What follows belongs to an exercise in optimizing a design on an open flow for small area; a production flow would make more cautious choices. Only simulation tests tie the RTL to the original design; equivalence was not proved.

== old ==
Design fir_filt, start of the top module:
module fir_filt
#(
	parameter sig_width = 12,
	parameter reg_width = 32,
	parameter coef_width = 24,
	parameter coef_count = 8,
	localparam coef_id_w = $clog2(coef_count),
	parameter max_shift = 32,
	localparam max_shift_w = $clog2(max_shift)
)
(
	input rst,
	input flush,
	input clk,
	input [coef_id_w-1:0] addr,
	input [coef_width-1:0] coef,
	input coef_ready,
	output reg coef_done,
	output [coef_width-1:0] coef_r,
	input result_shift_ready,
	input [max_shift_w-1:0] result_shift_i,
	output reg result_shift_done,
	output reg [max_shift_w-1:0] result_shift,
	input conv_done,
	input [sig_width-1:0] adc_in_a,
	input [sig_width-1:0] adc_in_b,
	output [sig_width-1:0] filt_out_a,
	output [sig_width-1:0] filt_out_b,
	output reg filt_done
);
	integer i;
	reg cc_r;
	always @(posedge clk) cc_r <= conv_done;
	wire take = conv_done & ~cc_r & ~flush & ~rst;	 
	wire clr = rst | flush;
	reg [coef_width-1:0] coeffs [0:coef_count-1];
	wire [coef_width-1:0] wdata = rst ? 0 : coef;
	always @(posedge clk) begin
		for (i = 0; i < coef_count; i = i + 1)
			if (rst | (coef_ready & (addr == i)))
				coeffs[i] <= (i == 0) ? {wdata[coef_width-1:1], wdata[0] | rst} : wdata;
		coef_done <= ~rst & coef_ready;
	end
	reg [coef_count-1:0] addr_oh;
	always @(posedge clk)
		for (i = 0; i < coef_count; i = i + 1)
			addr_oh[i] <= (addr == i);
	reg [coef_width-1:0] coef_rd;
	always @(*) begin
		coef_rd = 0;
		for (i = 0; i < coef_count; i = i + 1)
			coef_rd = coef_rd | ({coef_width{addr_oh[i]}} & coeffs[i]);
	end
	assign coef_r = coef_rd;
	always @(posedge clk) begin
		if (rst | result_shift_ready)
			result_shift <= rst ? 0 : result_shift_i;
		result_shift_done <= ~rst & result_shift_ready;
	end
	reg [2:0] cnt, ha;
	reg [3:0] nv;
	reg live;		 
	wire idle = (cnt == 7);
  ...
For scale: roughly 3500 cells after synthesis, ~0.034 sq mm of cells after synthesis.
clock: 10.0 ns
lec_check: 0
abc_area: 1
cap_margin: 20
core_margin: 2
core_utilization: 62
cts_cluster_diameter: 80
cts_cluster_size: 20
place_density: 0.72
slew_margin: 20
standard.sh (not shown) runs the stock make flow with config.mk's settings and CLKGATE_MAP_FILE= SYNTH_SCRIPT=/design/flow/synth_recipe.tcl, a recipe that flattens the netlist after the stock synthesis.
==> flow/flow/run.sh <==
#!/bin/bash
# The standard synthesis, then polarity.py drops inverters from its netlist
# (full adders, half adders and gates change polarity), then the standard
# layout of that netlist, with buf_1 cells as the port buffers.
set -euo pipefail
R=orfs/results/${FLOW_PLATFORM}/fir_filt/base
LIB=${FLOW_HOME}/platforms/${FLOW_PLATFORM}/lib/sky130_fd_sc_hd__tt_025C_1v80.lib
bash standard.sh synth > synth.log 2>&1
cp $R/1_2_yosys.v $R/1_2_yosys.standard.v
python3 flow/polarity.py $LIB $R/1_2_yosys.standard.v $R/1_2_yosys.v > polarity.log 2>&1
rm -f $R/1_synth.odb $R/1_synth.sdc
bash standard.sh "BUFFER_PORTS_ARGS=-buffer_cell sky130_fd_sc_hd__buf_1" finish > layout.log 2>&1
Other scripts of this flow, unchanged in this note and not shown: flow/flow/polarity.py
old finished every step from synthesis to the final layout, and the layout passed the timing, design-rule and antenna checks.
Input changes introduced in new (baseline for comparison: old):
--- a/flow/config.mk
+++ b/flow/config.mk
@@ -13,3 +13,2 @@
 export CTS_CLUSTER_SIZE = 20
-export PLACE_DENSITY = 0.72
 export SLEW_MARGIN = 20
## What came out
- new finished every step from synthesis to the final layout, and the layout passed the timing, design-rule and antenna checks.
- Per the final summary, old finished and its layout is clean on timing, DRC and antenna.
- Going from old to new, the period utilization was found to have gone up by 0.25 points.
- new vs. old: clock-cell share of area barely changed, post-detailed-route via-to-cell ratio dropped 1.2%.
- Worst hold slack, old and new: higher on new

lane 1:
Starting RTL as in the previous note.
Settings: LEC_CHECK=0, ABC_AREA=1, CAP_MARGIN=20, CORE_MARGIN=2, CORE_UTILIZATION=62, CTS_CLUSTER_DIAMETER=80, CTS_CLUSTER_SIZE=20, SLEW_MARGIN=20; clock period 10.0 ns.
==> flow/flow/run.sh <==
#!/bin/bash
# The standard synthesis, then polarity.py drops inverters from its netlist
# (full adders and gates with a complemented twin change polarity), then the
# standard layout of that netlist.
set -euo pipefail
R=orfs/results/${FLOW_PLATFORM}/fir_filt/base
LIB=${FLOW_HOME}/platforms/${FLOW_PLATFORM}/lib/sky130_fd_sc_hd__tt_025C_1v80.lib
bash standard.sh synth > synth.log 2>&1
cp $R/1_2_yosys.v $R/1_2_yosys.standard.v
python3 flow/polarity.py $LIB $R/1_2_yosys.standard.v $R/1_2_yosys.v > polarity.log 2>&1
rm -f $R/1_synth.odb $R/1_synth.sdc
bash standard.sh "BUFFER_PORTS_ARGS=-buffer_cell sky130_fd_sc_hd__buf_1" GPL_KEEP_OVERFLOW=0 finish > layout.log 2>&1
Other scripts of this flow, unchanged in this note and not shown: flow/flow/polarity.py
For lane 2, these inputs were changed with respect to lane 1:
Settings: CTS_CLUSTER_SIZE: 20 -> unset; CORE_UTILIZATION: 62 -> 55; ABC_AREA: 1 -> unset; CTS_CLUSTER_DIAMETER: 80 -> unset.
diff --git a/flow/flow/run.sh b/flow/flow/run.sh
--- a/flow/flow/run.sh
+++ b/flow/flow/run.sh
@@ -11,2 +11,2 @@
 rm -f $R/1_synth.odb $R/1_synth.sdc
-bash standard.sh "BUFFER_PORTS_ARGS=-buffer_cell sky130_fd_sc_hd__buf_1" GPL_KEEP_OVERFLOW=0 finish > layout.log 2>&1
+bash standard.sh "BUFFER_PORTS_ARGS=-buffer_cell sky130_fd_sc_hd__buf_2" finish > layout.log 2>&1
[summary]
Lane 1 → lane 2: post-route non-filler standard cell count saw a decrease.
Of lane 1 and lane 2, the run reporting the higher fraction of area in multi-input gates was lane 2.
Changes in lane 3 relative to lane 2:
Settings: putting CTS_CLUSTER_DIAMETER at 80 where nothing was set; putting CTS_CLUSTER_SIZE at 20 where nothing was set; putting ABC_AREA at 1 where nothing was set.
## What came out
- Lane 3 ended with less count of inserted tapcells than lane 2.
- csel[6]$_DFF_P_ as the timing startpoint of the critical path was reported by lane 3, and csel[3]$_DFF_P_ by lane 2.
- Lane 3 ended with more post-route worst setup slack than lane 2.
- Cells: lane 3 has more instances than lane 2
Here is what was changed in the inputs of lane 4 compared with lane 3.
Settings: changing CORE_UTILIZATION from 55 to 62.
diff --git a/flow/flow/run.sh b/flow/flow/run.sh
--- a/flow/flow/run.sh
+++ b/flow/flow/run.sh
@@ -11,2 +11,2 @@
 rm -f $R/1_synth.odb $R/1_synth.sdc
-bash standard.sh "BUFFER_PORTS_ARGS=-buffer_cell sky130_fd_sc_hd__buf_2" finish > layout.log 2>&1
+bash standard.sh "BUFFER_PORTS_ARGS=-buffer_cell sky130_fd_sc_hd__buf_1" finish > layout.log 2>&1
[summary]
In lane 4 the setup slack turned out 0.016 ns higher than in lane 3.
Measured against lane 3, the met3 routed wirelength of lane 4 comes out at 1.2 times the reference value.
Share of the core filled with cells on lane 4 is up relative to lane 3.
[lane 4] non-filler instance count after layout fell 2.0% relative to lane 3
Going from lane 3 to lane 4, global-route met2 utilization saw an increase; count of cells along the worst register-to-register path saw an increase; fraction of final layout cells sized beyond drive strength 1 saw a decrease.
Diff lane 3 -> lane 4 | clock buffer count | increase of 5.0%

-- static timing again, ports no longer ideal --
How much do the figures lean on ideal ports? The routed layouts below were timed once more, with nothing changed but the port constraints. Step 1 sets driving cells, clkbuf_16 on the clock port and buf_2 on the other inputs (assumed; they add their load-dependent delay and slew). Step 2 moves the port delays by t, midway between the first and last clock arrival at a register: inputs arrive t later, outputs are due t later. That takes back most of the time a late clock gives input paths. Three values: ideal ports, drivers, drivers and shift; two values: the first two.
| run | t (ns) | setup slack, ns | latest minus earliest clock arrival (ns) |
|---|---|---|---|
| old | 0.639 | 0.359 / 0.294 / 0.934 | 0.060 / 0.061 |
| new | 0.649 | 0.334 / 0.274 / 0.924 | 0.026 / 0.025 |
| lane 1 | 0.690 | 0.304 / 0.239 / 0.929 | 0.049 / 0.048 |
| lane 2 | 0.680 | 0.216 / 0.150 / 0.831 | 0.037 / 0.037 |
| lane 3 | 0.650 | 0.365 / 0.302 / 0.952 | 0.042 / 0.042 |
| lane 4 | 0.649 | 0.381 / 0.318 / 0.967 | 0.034 / 0.033 |
After both steps every run listed still meets setup and hold.
